Source: an optimization exercise on an open RTL-to-GDS flow (aim: small area and a short achievable clock period). Production flows keep margins and buffers that such runs may drop. RTL that was checked went through simulation tests only; none was proved equivalent to the original. Power is estimated from default activity; no workload was simulated.

## the reference run
==> module SearchModule, before the edit <==
module SearchModule #(parameter SEED = 1351) (
	input clk,
	input rst,
	input enan,            
	input ext,             
	input rot,             
	input boot,            
	input bootend,         
	input [10:0] sl,       
	output reg found,
	output reg found_o,    
	output [3:0] tap       
);
localparam [1:0] PW = 2'd0, PC = 2'd1, PR = 2'd2, PF = 2'd3;
localparam [10:0] S0 = 11'b10000000000;
localparam [10:0] INIT = 11'b10000000000;
reg [32:0] r;
reg [2:0]  b;       
reg [1:0]  ph;
reg [10:0] cnt;
reg [10:0] st;
reg [3:0]  c0, c1, c2, c3, c4, c5;
assign tap = c5;
wire shifting = (ph != PW);
wire fail2    = (ph == PF) & cnt[9];
wire resp     = fail2 | ext;
wire w_end    = (ph == PW) & (boot ? bootend : (cnt[0] & cnt[5]));
wire fin      = (ph == PC) & st[2];
wire [4:0] ob;      
assign ob[4] = cnt[10] | cnt[9] | cnt[8];
assign ob[3] = ob[4] | cnt[7];
assign ob[2] = ob[3] | cnt[6];
assign ob[1] = ob[2] | cnt[5];
assign ob[0] = ob[1] | cnt[4];
wire [4:0] din = r[29:25] & ~ob;
wire inrange  = ~din[4] & (din[3:0] != 4'd0) & (din[3:0] <= 4'd10);
wire valid    = (b == 3'd7) & enan & (ph == PC) & ~st[3] & ~st[2] & inrange;
wire run      = (ph == PR) & ~found;
wire low0     = (cnt[9:0] == 10'd0);
wire stinit   = (st == INIT);
wire found_set = run & low0 & ~cnt[10];
wire fail_set  = run & stinit & ~low0;
function [3:0] tcode(input [3:0] p);
	tcode = {p[3] & (p[1] | p[0]), p[2] | (p[3] & p[1]), p[1:0]};
endfunction
function tapv(input [3:0] t, input [10:0] s);
	reg a, b;
	begin
		case (t[1:0]) 2'd0: a = s[8]; 2'd1: a = s[1]; 2'd2: a = s[2]; default: a = s[3]; endcase
		case (t[1:0]) 2'd0: b = s[4]; 2'd1: b = s[5]; 2'd2: b = s[6]; default: b = s[7]; endcase
		case (t[3:2]) 2'd0: tapv = a; 2'd1: tapv = b; 2'd2: tapv = s[9]; default: tapv = s[10] & t[1]; endcase
	end
endfunction
wire fb = st[0] ^ (tapv(c5, st) & tapv(c4, st)) ^ tapv(c3, st) ^ tapv(c2, st) ^ tapv(c1, st) ^ tapv(c0, st);
wire [3:0] dcode = tcode(din[3:0]);
wire cfb = cnt[0] ^ cnt[2] ^ (cnt[10:1] == 10'd0);
wire prfb = r[32] ^ r[22] ^ r[2] ^ r[1];
wire seedbit = |(sl & SEED[10:0]);
always @(posedge clk) begin
	r <= {boot ? seedbit : shifting ? prfb : r[0], r[32:1]};
	b <= {3{~rst}} & (b ^ {shifting & b[1] & b[0], shifting & b[0], shifting});
	if (rst | fail2 | (found & ext)) begin
		ph <= PW;
		found <= 1'b0;
	end else begin
		if (w_end) ph <= PC;
		if (fin) ph <= PR;
		if (fail_set) ph <= PF;
		if (found_set) found <= 1'b1;
	end
	if (rst | (found & ext))
		found_o <= 1'b0;
	else
		found_o <= found | found_set;
	if (fail2 | (found & ext) | fin | fail_set | (w_end & ~st[0]))
		cnt <= S0;
	else if (w_end)
		cnt <= S0 >> 1;
	else
		cnt <= {cfb & (ph != PC), cnt[10:1]};
	if (w_end | fin)
		st <= INIT;
	else if (valid | ((ph == PC) & st[3]))
		st <= {1'b0, st[10:1]};
	else if (run)
		st <= {fb, st[10:1]};
	else if (resp)
		st[0] <= fail2;      
	if ((valid & ~st[4]) | rot) begin
		c0 <= (st[9] && dcode == c0) ? 4'b1100 : dcode;
		{c5, c4, c3, c2, c1} <= {c4, c3, c2, c1, c0};
	end
end
endmodule
Settings: LEC_CHECK=0, CAP_MARGIN=20, CORE_MARGIN=2, CORE_UTILIZATION=55, CTS_BUF_LIST=sky130_fd_sc_hd__clkbuf_16, CTS_CLUSTER_DIAMETER=120, CTS_CLUSTER_SIZE=28, PLACE_DENSITY=0.66, SETUP_SLACK_MARGIN=5, SLEW_MARGIN=20; clock period 8.0 ns.
standard.sh (not shown) runs the stock make flow with config.mk's settings and CLKGATE_MAP_FILE= SYNTH_SCRIPT=/design/flow/synth_recipe.tcl, a recipe that flattens the netlist after the stock synthesis.
==> flow/flow/run.sh <==
#!/bin/bash
set -e
R=orfs/results/sky130hd/FPGA/base
bash standard.sh SETUP_SLACK_MARGIN=5.15 place > standard_place.log 2>&1
IN_ODB=$R/3_place.odb OUT_ODB=$R/3_place_moved.odb openroad -no_init -exit flow/move_out.tcl > move_out.log 2>&1
cp $R/3_place_moved.odb $R/3_place.odb
bash standard.sh SETUP_SLACK_MARGIN=5.15 finish > standard.log 2>&1
==> flow/flow/move_out.tcl <==
# Move each output port's driving flip-flop next to the port's output buffer,
# then legalize. Inputs: IN_ODB, OUT_ODB env vars.
read_db $::env(IN_ODB)
set block [ord::get_db_block]
set moved 0
foreach bt [$block getBTerms] {
  if {[$bt getIoType] ne "OUTPUT"} continue
  set net [$bt getNet]
  set buf ""
  foreach it [$net getITerms] { if {[$it isOutputSignal]} { set buf [$it getInst] } }
  if {$buf eq ""} continue
  set ff ""
  foreach it [$buf getITerms] {
    if {[$it isInputSignal]} {
      set n2 [$it getNet]
      if {$n2 eq "NULL"} continue
      foreach it2 [$n2 getITerms] {
        if {[$it2 isOutputSignal] && [string match "*df*" [[[$it2 getInst] getMaster] getName]]} { set ff [$it2 getInst] }
      }
    }
  }
  if {$ff eq ""} { puts "no flop for [$bt getName]"; continue }
  # the port's pin position, pulled inside the core area
  set pb [$bt getBBox]
  set px [expr {([$pb xMin] + [$pb xMax]) / 2}]
  set py [expr {([$pb yMin] + [$pb yMax]) / 2}]
  set core [$block getCoreArea]
  set m 3000
  set px [expr {max([$core xMin] + $m, min([$core xMax] - 3*$m, $px))}]
  set py [expr {max([$core yMin] + $m, min([$core yMax] - 3*$m, $py))}]
  set bb [$buf getBBox]
  set fb [$ff getBBox]
  set d [expr {abs($px-[$fb xMin]) + abs($py-[$fb yMin])}]
  puts "MOVE [$bt getName] [$ff getName] dist_um [expr {$d/1000.0}]"
  $buf setLocation $px $py
  # flop just inside of the buffer, towards the core centre
  set cx [expr {([$core xMin] + [$core xMax]) / 2}]
  set cy [expr {([$core yMin] + [$core yMax]) / 2}]
  set dx [expr {$cx > $px ? 6000 : -6000}]
  set dy [expr {$cy > $py ? 3000 : -3000}]
  if {abs($cx - $px) > abs($cy - $py)} { set dy 0 } else { set dx 0 }
  $ff setLocation [expr {$px + $dx}] [expr {$py + $dy}]
  incr moved
}
puts "moved $moved"
detailed_placement
check_placement -verbose
write_db $::env(OUT_ODB)
[inputs] the trial run vs the reference run
diff --git a/flow/design.v b/flow/design.v
--- a/flow/design.v
+++ b/flow/design.v
@@ -177,16 +177,16 @@
 	end else begin
 		if (w_end) ph <= PC;
 		if (fin) ph <= PR;
 		if (fail_set) ph <= PF;
 		if (found_set) found <= 1'b1;
 	end
-	if (rst | (found & ext))
+	if (rst | (found_o & ext))
 		found_o <= 1'b0;
-	else
-		found_o <= found | found_set;
+	else if (found_set)
+		found_o <= 1'b1;
 	if (fail2 | (found & ext) | fin | fail_set | (w_end & ~st[0]))
 		cnt <= S0;
 	else if (w_end)
 		cnt <= S0 >> 1;
 	else
 		cnt <= {cfb & (ph != PC), cnt[10:1]};
### Flow results
The trial run went all the way through synthesis, placement and routing and the layout is clean on timing, DRC and antenna.
Number of violations of the max-capacitance limit essentially unchanged between the reference run and the trial run.
Looking at count of cell types in the netlist, the trial run sits 9 below the reference run.
The trial run vs. the reference run: width of the chip now sits at about the same level, register fraction of the total cell area held.
On the trial run: initial antenna violation count is 1 higher than what the reference run gave.
The area growth from synthesis to layout of the trial run and that of the reference run are within noise of each other.
Of the trial run and the reference run, the run reporting the higher power drawn by the combinational cells was the reference run.
The trial run vs the reference run: final routed wirelength across all metal layers up
In the reports for the trial run and the reference run, the larger sum of routed wire segments on met1 belongs to the reference run.
Only the layout flow was run in the reference run; the RTL was not checked for function there.

* * *

FPGA, a different RTL version from the one above (not shown whole).
For scale: about 8500 cells after synthesis.
clock: 8.0 ns
lec_check: 0
cap_margin: 20
core_margin: 2
core_utilization: 40
cts_buf_list: sky130_fd_sc_hd__clkbuf_16
cts_cluster_diameter: 120
cts_cluster_size: 28
setup_slack_margin: 5
slew_margin: 20
run.sh (not shown) runs the stock make flow with config.mk's settings and CLKGATE_MAP_FILE= SYNTH_SCRIPT=/design/flow/synth_recipe.tcl, a recipe that flattens the netlist after the stock synthesis.
Stock flow here: none of the scripts above is used.
Then changed:
--- a/flow/design.v
+++ b/flow/design.v
@@ -60,12 +60,14 @@
 			end
 			default: state <= IDLEC;
 		endcase
 	end
 end
 wire drl = (state == SEND) & (i != 4'd9);
+always @(posedge clk)
+	clk_count <= (fsm == 3'd3) ? 9'd432 : clk_count - 9'd1;
 always @(posedge clk) begin
 	if (rst) begin
 		fsm <= 3'd0;
 		TX <= 1'b1;
 	end else begin
 		case (fsm)
@@ -79,25 +81,23 @@
 				fsm <= 3'd3;
 				bit_count <= 4'd10;
 			end
 			3'd3: begin
 				fsm <= 3'd4;
 				bit_count <= bit_count - 4'd1;
-				clk_count <= 9'd432;
 				case (bit_count)
 					4'd10: TX <= 1'b0;
 					4'd9: TX <= upper ? ~last : tap[0];
 					4'd8: TX <= upper | tap[1];
 					4'd7: TX <= upper | tap[2];
 					4'd6: TX <= upper | tap[3];
 					4'd1: TX <= 1'b1;
 					default: TX <= upper;
 				endcase
 			end
 			3'd4: begin
-				clk_count <= clk_count - 9'd1;
 				if (clk_count == 9'd0) fsm <= 3'd5;
 			end
 			3'd5: fsm <= (bit_count == 4'd0) ? 3'd0 : 3'd3;
 			default: fsm <= 3'd0;
 		endcase
 	end
@@ -110,13 +110,12 @@
 	input ext,             
 	input rot,             
 	input boot,            
 	input bootend,         
 	input [10:0] sl,       
 	output reg found,
-	output reg found_o,    
 	output [3:0] tap       
 );
 localparam [1:0] PW = 2'd0, PC = 2'd1, PR = 2'd2, PF = 2'd3;
 localparam [10:0] S0 = 11'b10000000000;
 localparam [10:0] INIT = 11'b10000000000;
 reg [32:0] r;
@@ -172,16 +171,12 @@
 	end else begin
 		if (w_end) ph <= PC;
 		if (fin) ph <= PR;
 		if (fail_set) ph <= PF;
 		if (found_set) found <= 1'b1;
 	end
-	if (rst | (found_o & ext))
-		found_o <= 1'b0;
-	else if (found_set)
-		found_o <= 1'b1;
 	if (fail2 | (found & ext) | fin | fail_set)
 		cnt <= S0;
 	else
 		cnt <= {cfb, cnt[10:1]};
 	if ((ph == PW) | fin)
 		st <= INIT;
@@ -218,18 +213,21 @@
 for (j = 0; j < 11; j = j + 1) begin: SL
 	assign sl[j] = (gcnt == j + 1);
 end
 endgenerate
 wire [30*4-1:0] taps;
 wire [29:0] found;
-wire [29:0] found_o;
 wire ext_on, rotp;
 wire [4:0] which;
+wire [3:0] hi_dec = 4'b0001 << which[4:3];
+wire [7:0] lo_dec = 8'b00000001 << which[2:0];
+wire [3:0] xa = hi_dec & {4{ext_on}};
+wire [3:0] ra = hi_dec & {4{rotp}};
 wire enan = started | start_S;
 assign startedmod = started_o;
-assign found_mods = found_o;
+assign found_mods = found;
 Interface interfejs (
 	.clk    (clk),
 	.rst    (rst),
 	.taps   (taps),
 	.found  (found),
 	.ext_on (ext_on),
@@ -241,19 +239,18 @@
 generate
 for (g = 0; g < 30; g = g + 1) begin: Trololo
 	SearchModule #(.SEED(1351 + g)) szukacz (
 		.clk     (clk),
 		.rst     (rst),
 		.enan    (enan),
-		.ext     (ext_on & (which == g)),
-		.rot     (rotp & (which == g)),
+		.ext     (xa[g / 8] & lo_dec[g % 8]),
+		.rot     (ra[g / 8] & lo_dec[g % 8]),
 		.boot    (boot),
 		.bootend (bootend),
 		.sl      (sl),
 		.found   (found[g]),
-		.found_o (found_o[g]),
 		.tap     (taps[g*4 +: 4])
 	);
 end
 endgenerate
 always @(posedge clk) begin
 	if (rst) begin
=> Total power goes up by 9.2%. Cell count came out lower by 1.0%. Design area decreases by 1.8%. Global-route usage stays flat. Setup slack gains 0.061 ns. Count of clock-buffer cells in the layout climbs by 2. Critical path depth rose by 1. Register-to-register slack improved by 0.06 ns. Die area went down by 1.5%.
Function was not checked in any run of this note: the RTL went through the layout flow alone.

* * *

The RTL this note starts from:
==> flow/design.v <==
module Interface (
	input clk,
	input rst,
	input [30*4-1:0] taps,   
	input [29:0] found,
	output ext_on,           
	output rotp,             
	output reg [4:0] which,
	output reg TX
);
localparam [2:0] IDLE = 3'd0, IDLEC = 3'd1, SELECT = 3'd2, SEND = 3'd3, RESET = 3'd4;
reg [2:0] state;
reg [3:0] i;
reg [2:0] fsm;
reg [3:0] bit_count;
reg [8:0] clk_count;
reg       upper;         
reg       last;          
assign ext_on = (state == RESET) | (state == IDLEC);
wire load = (fsm == 3'd1);
assign rotp = load & (i >= 4'd2) & (i <= 4'd6);
integer k;
reg [4:0] hi;
always @(*) begin
	hi = 5'd0;
	for (k = 0; k < 30; k = k + 1)
		if (found[k]) hi = k;
end
reg [3:0] tcode;
always @(posedge clk) tcode <= taps[which*4 +: 4];
reg [3:0] tap;           
always @(*) begin
	case (tcode[3:2])
		2'b00: tap = (tcode[1:0] == 2'b00) ? 4'd8 : {2'b00, tcode[1:0]};
		2'b01: tap = {2'b01, tcode[1:0]};
		2'b10: tap = 4'd9;
		default: tap = tcode[1] ? 4'd10 : 4'd0;
	endcase
end
always @(posedge clk) begin
	if (rst) begin
		state <= IDLE;
	end else begin
		case (state)
			IDLE, IDLEC: begin
				if (found != 30'd0) begin
					state <= SELECT;
					which <= hi;
				end else
					state <= IDLE;
			end
			SELECT: begin
				state <= SEND;
				i <= 4'd0;
			end
			SEND: begin
				if (load) i <= i + 4'd1;
				if (i == 4'd8) i <= 4'd9;
				if (i == 4'd9) state <= RESET;
			end
			default: state <= IDLEC;
		endcase
	end
end
wire drl = (state == SEND) & (i != 4'd9);
always @(posedge clk) begin
	if (rst) begin
		fsm <= 3'd0;
		TX <= 1'b1;
	end else begin
		case (fsm)
			3'd0: if (drl) fsm <= 3'd1;
			3'd1: begin
				fsm <= 3'd2;
				upper <= (i == 4'd0) | (i == 4'd7);
				last <= (i == 4'd7);
			end
			3'd2: begin
				fsm <= 3'd3;
				bit_count <= 4'd10;
			end
			3'd3: begin
				fsm <= 3'd4;
				bit_count <= bit_count - 4'd1;
				clk_count <= 9'd432;
				case (bit_count)
					4'd10: TX <= 1'b0;
					4'd9: TX <= upper ? ~last : tap[0];
					4'd8: TX <= upper | tap[1];
					4'd7: TX <= upper | tap[2];
					4'd6: TX <= upper | tap[3];
					4'd1: TX <= 1'b1;
					default: TX <= upper;
				endcase
			end
			3'd4: begin
				clk_count <= clk_count - 9'd1;
				if (clk_count == 9'd0) fsm <= 3'd5;
			end
			3'd5: fsm <= (bit_count == 4'd0) ? 3'd0 : 3'd3;
			default: fsm <= 3'd0;
		endcase
	end
end
endmodule
module SearchModule #(parameter SEED = 1351) (
	input clk,
	input rst,
	input enan,            
	input ext,             
	input rot,             
	input boot,            
	input bootend,         
	input [10:0] sl,       
	output reg found,
	output [3:0] tap       
);
localparam [1:0] PW = 2'd0, PC = 2'd1, PR = 2'd2, PF = 2'd3;
localparam [10:0] S0 = 11'b10000000000;
localparam [10:0] INIT = 11'b10000000000;
reg [32:0] r;
reg [2:0]  b;       
reg [2:0]  m;       
reg [1:0]  ph;
reg [10:0] cnt;
reg [10:0] st;
reg [3:0]  c0, c1, c2, c3, c4, c5;
assign tap = c5;
wire shifting = (ph != PW);
wire fail2    = (ph == PF) & cnt[9];
wire resp     = fail2 | ext;
wire w_end    = (ph == PW) & (boot ? bootend : (cnt[0] & cnt[5]));
wire fin      = (ph == PC) & st[2];
wire [4:0] din = r[29:25] & {~(m[2] & (m[1] | m[0])), ~m[2], ~(m[2] | (m[1] & m[0])), ~(m[2] | m[1]), ~(m[2] | m[1] | m[0])};
wire inrange  = ~din[4] & (din[3:0] != 4'd0) & (din[3:0] <= 4'd10);
wire valid    = (b == 3'd7) & enan & (ph == PC) & ~st[3] & ~st[2] & inrange;
wire run      = (ph == PR) & ~found;
wire low0     = (cnt[9:0] == 10'd0);
wire stinit   = (st == INIT);
wire found_set = run & low0 & ~cnt[10];
wire fail_set  = run & stinit & ~low0;
function [3:0] tcode(input [3:0] p);
	tcode = {p[3] & (p[1] | p[0]), p[2] | (p[3] & p[1]), p[1:0]};
endfunction
function tapv(input [3:0] t, input [10:0] s);
	reg a, b;
	begin
		case (t[1:0]) 2'd0: a = s[8]; 2'd1: a = s[1]; 2'd2: a = s[2]; default: a = s[3]; endcase
		case (t[1:0]) 2'd0: b = s[4]; 2'd1: b = s[5]; 2'd2: b = s[6]; default: b = s[7]; endcase
		case (t[3:2]) 2'd0: tapv = a; 2'd1: tapv = b; 2'd2: tapv = s[9]; default: tapv = s[10] & t[1]; endcase
	end
endfunction
wire fb = st[0] ^ (tapv(c5, st) & tapv(c4, st)) ^ tapv(c3, st) ^ tapv(c2, st) ^ tapv(c1, st) ^ tapv(c0, st);
wire [3:0] dcode = tcode(din[3:0]);
wire cfb = cnt[0] ^ cnt[2] ^ (cnt[10:1] == 10'd0);
wire prfb = r[32] ^ r[22] ^ r[2] ^ r[1];
wire seedbit = |(sl & SEED[10:0]);
always @(posedge clk) begin
	r <= {boot ? seedbit : shifting ? prfb : r[0], r[32:1]};
	if (rst)
		b <= 3'd0;
	else if (shifting)
		b <= b + 3'd1;
	if (shifting & (b == 3'd0))
		m <= 3'd0;
	else if (resp)
		m <= b;
	if (rst | fail2 | (found & ext)) begin
		ph <= PW;
		found <= 1'b0;
	end else begin
		if (w_end) ph <= PC;
		if (fin) ph <= PR;
		if (fail_set) ph <= PF;
		if (found_set) found <= 1'b1;
	end
	if (fail2 | (found & ext) | fin | fail_set)
		cnt <= S0;
	else
		cnt <= {cfb, cnt[10:1]};
	if ((ph == PW) | fin)
		st <= INIT;
	else if (valid | ((ph == PC) & st[3]))
		st <= {1'b0, st[10:1]};
	else if (run)
		st <= {fb, st[10:1]};
	if (valid & ~st[4]) begin
		c0 <= (st[9] && dcode == c0) ? 4'b1100 : dcode;
		{c5, c4, c3, c2, c1} <= {c4, c3, c2, c1, c0};
	end else if (rot) begin
		{c5, c4, c3, c2, c1, c0} <= {c4, c3, c2, c1, c0, c5};
	end
end
endmodule
module FPGA (
	input clk,
	input rst,
	input start,
	output wire TX,
	output reg found_smth,
	output wire startedmod,
	output wire [29:0] found_mods
);
reg start_S;
reg started;
reg started_o;     
reg [5:0] gcnt;      
wire boot = (gcnt != 6'd33);
wire bootend = (gcnt == 6'd32);
wire [10:0] sl;
genvar j;
generate
for (j = 0; j < 11; j = j + 1) begin: SL
	assign sl[j] = (gcnt == j + 1);
end
endgenerate
wire [30*4-1:0] taps;
wire [29:0] found;
wire ext_on, rotp;
wire [4:0] which;
wire enan = started | start_S;
assign startedmod = started_o;
assign found_mods = found;
Interface interfejs (
	.clk    (clk),
	.rst    (rst),
	.taps   (taps),
	.found  (found),
	.ext_on (ext_on),
	.rotp   (rotp),
	.which  (which),
	.TX     (TX)
);
genvar g;
generate
for (g = 0; g < 30; g = g + 1) begin: Trololo
	SearchModule #(.SEED(1351 + g)) szukacz (
		.clk     (clk),
		.rst     (rst),
		.enan    (enan),
		.ext     (ext_on & (which == g)),
		.rot     (rotp & (which == g)),
		.boot    (boot),
		.bootend (bootend),
		.sl      (sl),
		.found   (found[g]),
		.tap     (taps[g*4 +: 4])
	);
end
endgenerate
always @(posedge clk) begin
	if (rst) begin
		found_smth <= 1'b0;
		start_S <= 1'b0;
		started <= 1'b0;
		started_o <= 1'b0;
		gcnt <= 6'd0;
	end else begin
		if (boot) gcnt <= gcnt + 6'd1;
		if (!start) start_S <= 1'b1;
		if (start_S) started <= 1'b1;
		if (start_S) started_o <= 1'b1;
		found_smth <= (found != 30'd0);
	end
end
endmodule
Settings: LEC_CHECK=0, CAP_MARGIN=20, CORE_MARGIN=2, CORE_UTILIZATION=40, CTS_CLUSTER_DIAMETER=100, CTS_CLUSTER_SIZE=24, SETUP_SLACK_MARGIN=5, SLEW_MARGIN=20; clock period 8.0 ns.
Edit:
--- a/flow/design.v
+++ b/flow/design.v
@@ -23,14 +23,13 @@
 reg [4:0] hi;
 always @(*) begin
 	hi = 5'd0;
 	for (k = 0; k < 30; k = k + 1)
 		if (found[k]) hi = k;
 end
-reg [3:0] tcode;
-always @(posedge clk) tcode <= taps[which*4 +: 4];
+wire [3:0] tcode = taps[which*4 +: 4];
 reg [3:0] tap;           
 always @(*) begin
 	case (tcode[3:2])
 		2'b00: tap = (tcode[1:0] == 2'b00) ? 4'd8 : {2'b00, tcode[1:0]};
 		2'b01: tap = {2'b01, tcode[1:0]};
 		2'b10: tap = 4'd9;
Outcome: The new run finished with timing, DRC and antenna clean. Final area decreases slightly. Area after synthesis decreases slightly. Register-to-register slack got worse by 50 ps. Routed wire length decreases slightly. Via count decreases by a few percent. Setup slack got worse by 5.4 ps. Non-clock buffer count decreases by 26. Total power decreases by a few percent.
No functional check of the RTL was part of the second run of this note.

## afterwards: timing with drivers on the ports
Ports are ideal in the flow. The routed layouts listed here were re-timed in OpenROAD.
Step 1 sets driving cells, clkbuf_16 on the clock port and buf_2 on the other inputs (assumed; they add their load-dependent delay and slew).
Step 2 moves the port delays by t, midway between the first and last clock arrival at a register: inputs arrive t later, outputs are due t later. That takes back most of the time a late clock gives input paths.
Three values: ideal ports, drivers, drivers and shift; two values: the first two.
run | shift t [ns] | slack for setup (ns) | worst setup path after step 2
the reference run | 0.862 | 5.072 / 4.986 / 4.483 | input to register
the trial run | 0.860 | 5.134 / 5.050 / 4.515 | input to register
the first run of note 2 | 0.896 | 4.925 / 4.913 / 4.571 | input to register
the second run of note 2 | 0.893 | 4.986 / 4.897 / 4.571 | input to register
the first run of note 3 | 0.911 | 4.982 / 4.894 / 4.315 | input to register
the second run of note 3 | 0.888 | 4.976 / 4.914 / 4.679 | input to register
After both steps every run listed still meets setup and hold. For the first run of note 3, which loses most, drivers alone change the setup slack by -0.088 ns; drivers and shift together by -0.667 ns.
